From an optimization exercise on the open Yosys and OpenROAD flow, aimed at small area; shortcuts taken in it are not production practice.
The RTL was checked by simulation tests, not by an equivalence proof against the original design.
No activity file was given, so power comes from the tool's default toggle rates.

old:
==> module edge_detector, before the edit <==
module edge_detector
(
  input clock, reset, din,
  output reg rising
);
  reg        waiting;
  reg [16:0] lfsr;
  reg        above;
  wire zero_low = (lfsr[15:0] == 16'd0);
  wire last     = lfsr[16] & zero_low;                   
  wire at_130   = lfsr[16] & lfsr[13] & lfsr[3];         
  wire feedback = lfsr[16] ^ lfsr[13] ^ zero_low;
  wire done = ~din & above;
  always @(posedge clock)
  begin
    if (reset == 1'b1) begin
      rising  <= 1'b0;
      waiting <= 1'b0;
    end
    else begin
      rising  <= ~rising & ~waiting & din;
      waiting <= rising | (waiting & ~done);
    end
  end
  always @(posedge clock)
  begin
    if (rising) begin
      lfsr  <= 17'd0;
      above <= 1'b0;
    end
    else begin
      lfsr  <= {lfsr[15:0], feedback};
      above <= ~last & (above | at_130);
    end
  end
endmodule
==> module relogio, before the edit <==
module relogio
(
        input clock,
        input reset,
        input soma,
        input subtracao,
        input cont,
        input start,
        output [7:0] an,
        output [7:0] dec_cat
);
  wire soma_ed, subtracao_ed, cont_ed;
  edge_detector menosf (.clock(clock), .reset(reset), .din(subtracao), .rising(subtracao_ed));
  edge_detector maisf  (.clock(clock), .reset(reset), .din(soma),      .rising(soma_ed));
  edge_detector contf  (.clock(clock), .reset(reset), .din(cont),      .rising(cont_ed));
  reg [4:0] ph;      
  reg [2:0] dig;
  reg [6:0] q;       
  wire step   = ~ph[4] & ph[3];                    
  wire q_end  = (q == 7'd80);                      
  wire tick   = ph[4] & ~ph[3] & (dig == 3'd4) & (q == 7'd60);   
  always @(posedge clock)
  begin
    if (reset) begin
      ph  <= 5'd0;
      dig <= 3'd0;
      q   <= 7'd0;
    end
    else begin
      ph <= {ph[3:0], ~ph[4]};
      if (step) begin
        dig <= dig + 3'd1;
        if (dig == 3'd7)
          q <= q_end ? 7'd0 : {q[5:0], ~(q[6] ^ q[5])};
      end
    end
  end
  reg [1:0] EA;
  reg r1, ca;
  always @(posedge clock)
  begin
    if (reset) begin
      EA <= 2'd0;
      r1 <= 1'b0;
      ca <= 1'b0;
    end
    else begin
      r1 <= cont_ed;
      ca <= cont_ed | r1 | (EA != 2'd0);
      if (r1)
        EA <= EA + 2'd1;
    end
  end
  reg [11:0] bcnt;
  reg blink;
  wire bend = (bcnt == 12'd518);
  wire bfb  = ~(bcnt[11] ^ bcnt[5] ^ bcnt[3] ^ bcnt[0]);
  always @(posedge clock)
  begin
    if (reset | bend | cont_ed)
      bcnt <= 12'd0;
    else
      bcnt <= {bcnt[10:0], bfb};
  end
  always @(posedge clock)
  begin
    if (reset)
      blink <= 1'b0;
    else if (bend | cont_ed)
      blink <= ~blink;
  end
  reg [4:0] ah, bh;
  reg [5:0] am, as, bm, bs;
  wire s_59 = (as == 6'd59);
  wire m_59 = (am == 6'd59);
  wire h_23 = (ah == 5'd23);
  wire sel_h = (EA == 2'd1) | ((EA == 2'd0) & s_59 & m_59);
  wire sel_m = (EA == 2'd2) | ((EA == 2'd0) & s_59 & ~m_59);
  wire [5:0] f = sel_h ? {1'b0, ah} : sel_m ? am : as;
  wire f_max = sel_h ? h_23 : sel_m ? m_59 : s_59;
  wire [5:0] f_inc = f + 6'd1;
  wire [5:0] f_dec = f - 6'd1;
  wire [5:0] is = sel_h | sel_m ? 6'd0 : f_inc;
  wire [5:0] im = sel_h ? 6'd0 : sel_m ? f_inc : am;
  wire [4:0] ih = sel_h ? (h_23 ? 5'd0 : f_inc[4:0]) : ah;
  always @(posedge clock)
  begin
    if (reset) begin
      {bh, bm, bs} <= 17'd0;
    end
    else if (tick) begin
      if (ca)
        {bh, bm, bs} <= {ah, am, as};
      else
        {bh, bm, bs} <= {ih, im, is};
    end
  end
  wire up = soma_ed;
  wire dn = subtracao_ed & ~soma_ed;
  wire [5:0] fn = (up & ~f_max) ? f_inc : (dn & (f != 6'd0)) ? f_dec : f;
  wire [4:0] nh = (EA == 2'd0) ? bh : (EA == 2'd1) ? fn[4:0] : ah;
  wire [5:0] nm = (EA == 2'd0) ? bm : (EA == 2'd2) ? fn : am;
  wire [5:0] ns = (EA == 2'd0) ? bs : (EA == 2'd3) ? fn : as;
  always @(posedge clock)
    {ah, am, as} <= {nh, nm, ns};
  reg [5:0] fsel;
  always @*
    case (dig[2:1])
      2'd0: fsel = as;
      2'd1: fsel = am;
      default: fsel = {1'b0, ah};
    endcase
  wire [2:0] ftens = (fsel >= 6'd50) ? 3'd5 : (fsel >= 6'd40) ? 3'd4 : (fsel >= 6'd30) ? 3'd3 :
                     (fsel >= 6'd20) ? 3'd2 : (fsel >= 6'd10) ? 3'd1 : 3'd0;
  wire [5:0] funits6 = fsel - ftens * 4'd10;
  wire [3:0] funits = funits6[3:0];
  reg [3:0] sel;
  reg lit;
  wire luz_h = blink | (EA != 2'd1);
  wire luz_m = blink | (EA != 2'd2);
  wire luz_s = blink | (EA != 2'd3);
  reg [3:0] dval;
  reg dlit;
  always @*
  begin
    case (dig)
      3'd0, 3'd2, 3'd4: dval = funits;
      3'd1, 3'd3, 3'd5: dval = {1'b0, ftens};
      3'd6: dval = 4'd0;
      default: dval = {2'b0, EA};
    endcase
    case (dig)
      3'd0, 3'd1: dlit = luz_s;
      3'd2, 3'd3: dlit = luz_m;
      3'd4, 3'd5: dlit = luz_h;
      3'd6: dlit = 1'b0;
      default: dlit = 1'b1;
    endcase
  end
  always @(posedge clock or posedge reset)
  begin
    if (reset) begin
      sel <= 4'd0;
      lit <= 1'b0;
    end
    else if (step) begin
      sel <= dval;
      lit <= dlit;
    end
  end
  wire [2:0] shown = dig - 3'd1;
  genvar gi;
  generate
    for (gi = 0; gi < 8; gi = gi + 1) begin : g_an
      assign an[gi] = ~(lit & (shown == gi));
    end
  endgenerate
  wire d3 = sel[3], d2 = sel[2], d1 = sel[1], d0 = sel[0];
  wire [6:0] seg;
  assign seg[6] = ~(d3 | d1 | (d2 & d0) | (~d2 & ~d0));
  assign seg[5] = ~(~d2 | ~(d1 ^ d0));
  assign seg[4] = ~(d2 | ~d1 | d0);
  assign seg[3] = ~(d3 | (~d2 & ~d0) | (d1 & ~d0) | (~d2 & d1) | (d2 & ~d1 & d0));
  assign seg[2] = ~((~d2 & ~d0) | (d1 & ~d0));
  assign seg[1] = ~(d3 | (~d1 & ~d0) | (d2 & ~d1) | (d2 & ~d0));
  assign seg[0] = ~(d3 | (d1 & ~d2) | (d2 & ~d1) | (d1 & ~d0));
  assign dec_cat = {seg, 1'b1};
endmodule
export LEC_CHECK = 0
export CAP_MARGIN = 20
export CORE_MARGIN = 2
export CORE_UTILIZATION = 70
export SLEW_MARGIN = 20
create_clock -name core_clock -period 10.0 [get_ports {clock}]
standard.sh (not shown) runs the stock make flow with config.mk's settings and CLKGATE_MAP_FILE= SYNTH_SCRIPT=/design/flow/synth_recipe.tcl, a recipe that flattens the netlist after the stock synthesis.
==> flow/flow/run.sh <==
#!/bin/bash
# Own layout flow: the standard flow (standard.sh) with
#  - the standard synthesis script plus an area-oriented ABC script and
#    no full/half-adder extraction (flow/abc_proc.tcl, flow/area.abc);
#  - ports buffered with the smallest buffer.
# Each tool's full output stays in orfs/logs/ (one log per step); make's own
# output goes to flow_make.log.
set -euo pipefail
W=$(pwd)
export OWN_ABC_SCRIPT=$W/flow/area.abc
{ head -n 1 "$W/synth_recipe.tcl"; cat "$W/flow/abc_proc.tcl"; tail -n +2 "$W/synth_recipe.tcl"; } > "$W/own_synth.tcl"
bash "$W/standard.sh" SYNTH_SCRIPT="$W/own_synth.tcl" ADDER_MAP_FILE= \
  BUFFER_PORTS_ARGS="-buffer_cell sky130_fd_sc_hd__buf_1" \
  CTS_ARGS="-sink_clustering_enable -repair_clock_nets -dont_use_dummy_load -buf_list sky130_fd_sc_hd__clkbuf_4 -sink_clustering_size 6 -sink_clustering_max_diameter 40" finish > "$W/flow_make.log" 2>&1
==> flow/flow/abc_proc.tcl <==
# Map the logic for area: run ABC with flow/area.abc in place of the
# script the standard synthesis passes (registers are mapped before ABC
# runs, so they stay as the standard synthesis makes them).
proc abc {args} {
  set i [lsearch $args -script]
  if {$i >= 0} { lset args [expr {$i + 1}] $::env(OWN_ABC_SCRIPT) }
  yosys abc {*}$args
}
==> flow/flow/area.abc <==
strash
ifraig
dc2
&get -n
&deepsyn -T 60
&put
strash
&get -n
&dch -f
&nf -R 1000 -p
&put
## Diff of input files: new against old
--- a/flow/design.v
+++ b/flow/design.v
@@ -2,12 +2,14 @@
 (
   input clock, reset, din,
   output reg rising
 );
   reg        waiting;
-  reg [16:0] lfsr;
+  localparam [16:0] ODD = 17'h0AAAA;
+  reg [16:0] st;
   reg        above;
+  wire [16:0] lfsr = st ^ ODD;
   wire zero_low = (lfsr[15:0] == 16'd0);
   wire last     = lfsr[16] & zero_low;                   
   wire at_130   = lfsr[16] & lfsr[13] & lfsr[3];         
   wire feedback = lfsr[16] ^ lfsr[13] ^ zero_low;
   wire done = ~din & above;
@@ -23,15 +25,15 @@
     end
   end
   always @(posedge clock)
   begin
     if (rising) begin
-      lfsr  <= 17'd0;
+      st    <= ODD;
       above <= 1'b0;
     end
     else begin
-      lfsr  <= {lfsr[15:0], feedback};
+      st    <= {lfsr[15:0], feedback} ^ ODD;
       above <= ~last & (above | at_130);
     end
   end
 endmodule
 module relogio
@@ -47,25 +49,27 @@
 );
   wire soma_ed, subtracao_ed, cont_ed;
   edge_detector menosf (.clock(clock), .reset(reset), .din(subtracao), .rising(subtracao_ed));
   edge_detector maisf  (.clock(clock), .reset(reset), .din(soma),      .rising(soma_ed));
   edge_detector contf  (.clock(clock), .reset(reset), .din(cont),      .rising(cont_ed));
-  reg [4:0] ph;      
+  localparam [4:0] PODD = 5'b01010;
+  reg [4:0] pst;
+  wire [4:0] ph = pst ^ PODD;
   reg [2:0] dig;
   reg [6:0] q;       
   wire step   = ~ph[4] & ph[3];                    
   wire q_end  = (q == 7'd80);                      
   wire tick   = ph[4] & ~ph[3] & (dig == 3'd4) & (q == 7'd60);   
   always @(posedge clock)
   begin
     if (reset) begin
-      ph  <= 5'd0;
+      pst <= PODD;
       dig <= 3'd0;
       q   <= 7'd0;
     end
     else begin
-      ph <= {ph[3:0], ~ph[4]};
+      pst <= {ph[3:0], ~ph[4]} ^ PODD;
       if (step) begin
         dig <= dig + 3'd1;
         if (dig == 3'd7)
           q <= q_end ? 7'd0 : {q[5:0], ~(q[6] ^ q[5])};
       end
@@ -85,20 +89,22 @@
       ca <= cont_ed | r1 | (EA != 2'd0);
       if (r1)
         EA <= EA + 2'd1;
     end
   end
-  reg [11:0] bcnt;
+  localparam [11:0] BODD = 12'hAAA;
+  reg [11:0] bst;
   reg blink;
+  wire [11:0] bcnt = bst ^ BODD;
   wire bend = (bcnt == 12'd518);
   wire bfb  = ~(bcnt[11] ^ bcnt[5] ^ bcnt[3] ^ bcnt[0]);
   always @(posedge clock)
   begin
     if (reset | bend | cont_ed)
-      bcnt <= 12'd0;
+      bst <= BODD;
     else
-      bcnt <= {bcnt[10:0], bfb};
+      bst <= {bcnt[10:0], bfb} ^ BODD;
   end
   always @(posedge clock)
   begin
     if (reset)
       blink <= 1'b0;
@@ -108,19 +114,22 @@
   reg [4:0] ah, bh;
   reg [5:0] am, as, bm, bs;
   wire s_59 = (as == 6'd59);
   wire m_59 = (am == 6'd59);
   wire h_23 = (ah == 5'd23);
-  wire sel_h = (EA == 2'd1) | ((EA == 2'd0) & s_59 & m_59);
-  wire sel_m = (EA == 2'd2) | ((EA == 2'd0) & s_59 & ~m_59);
+  wire up = soma_ed;
+  wire dn = subtracao_ed & ~soma_ed;
+  wire run = (EA == 2'd0);
+  wire sel_h = (EA == 2'd1) | (run & s_59 & m_59);
+  wire sel_m = (EA == 2'd2) | (run & s_59 & ~m_59);
   wire [5:0] f = sel_h ? {1'b0, ah} : sel_m ? am : as;
   wire f_max = sel_h ? h_23 : sel_m ? m_59 : s_59;
-  wire [5:0] f_inc = f + 6'd1;
-  wire [5:0] f_dec = f - 6'd1;
-  wire [5:0] is = sel_h | sel_m ? 6'd0 : f_inc;
-  wire [5:0] im = sel_h ? 6'd0 : sel_m ? f_inc : am;
-  wire [4:0] ih = sel_h ? (h_23 ? 5'd0 : f_inc[4:0]) : ah;
+  wire count_up = run | up;
+  wire [5:0] f_ud = count_up ? f + 6'd1 : f - 6'd1;
+  wire [5:0] is = sel_h | sel_m ? 6'd0 : f_ud;
+  wire [5:0] im = sel_h ? 6'd0 : sel_m ? f_ud : am;
+  wire [4:0] ih = sel_h ? (h_23 ? 5'd0 : f_ud[4:0]) : ah;
   always @(posedge clock)
   begin
     if (reset) begin
       {bh, bm, bs} <= 17'd0;
     end
@@ -129,18 +138,17 @@
         {bh, bm, bs} <= {ah, am, as};
       else
         {bh, bm, bs} <= {ih, im, is};
     end
   end
-  wire up = soma_ed;
-  wire dn = subtracao_ed & ~soma_ed;
-  wire [5:0] fn = (up & ~f_max) ? f_inc : (dn & (f != 6'd0)) ? f_dec : f;
-  wire [4:0] nh = (EA == 2'd0) ? bh : (EA == 2'd1) ? fn[4:0] : ah;
-  wire [5:0] nm = (EA == 2'd0) ? bm : (EA == 2'd2) ? fn : am;
-  wire [5:0] ns = (EA == 2'd0) ? bs : (EA == 2'd3) ? fn : as;
-  always @(posedge clock)
-    {ah, am, as} <= {nh, nm, ns};
+  wire chg = up ? ~f_max : (dn & (f != 6'd0));
+  always @(posedge clock)
+  begin
+    if (run | (chg & (EA == 2'd1))) ah <= run ? bh : f_ud[4:0];
+    if (run | (chg & (EA == 2'd2))) am <= run ? bm : f_ud;
+    if (run | (chg & (EA == 2'd3))) as <= run ? bs : f_ud;
+  end
   reg [5:0] fsel;
   always @*
     case (dig[2:1])
       2'd0: fsel = as;
       2'd1: fsel = am;
[summary]
new -> old: number of storage elements in the synthesis netlist delta 0, exact match. Worst slack at placement (new over old): decrease, 900 ps. The utilization number comes out higher for new vs old. Re post-CTS clock slew at the launch and capture registers of the worst setup and hold paths: new is 20 ps down on old. Re ratio of final minimum period to clock period: old and new aren't equal, and the lower value belongs to old. Summary: cell area after technology mapping, new better than old. Compared with old, in new met3 capacity usage during global routing closely matched the old numbers, summed area of non-filler cells in the final layout moved down, cell total after placement now sits lower. Non-clock buffer count was higher in the run labelled old. On clock buffer count, old and new are basically level. Delta (new minus old): number of placement rows shows a reduction of 3.2%; aggregate routed wire length went down. Sequential power: lower on old.

==> re-timing with driven ports <==
The results above use ideal ports. As a check the final layouts listed here were re-extracted and re-timed, cells and wires unchanged. Step 1, drivers: a clkbuf_16 drives clock and a buf_2 each remaining input, both assumed. Step 2 also shifts input and output timing later by t, the mid clock arrival at the registers, as if the neighbouring blocks saw the same clock. a / b / c = ideal ports / drivers / drivers and shift; a / b = the first two.
run | shift t [ns] | slack for setup (ns) | worst setup path at the end | cell pins on the clock port's net
old | 0.522 | 5.602 / 5.602 / 5.602 | register to register | 1
new | 0.517 | 5.338 / 5.339 / 4.822 | input to register | 1
After both steps every run listed still meets setup and hold. The setup slack of new, which loses most, moves by +0.001 ns with the drivers and by -0.516 ns with both steps.
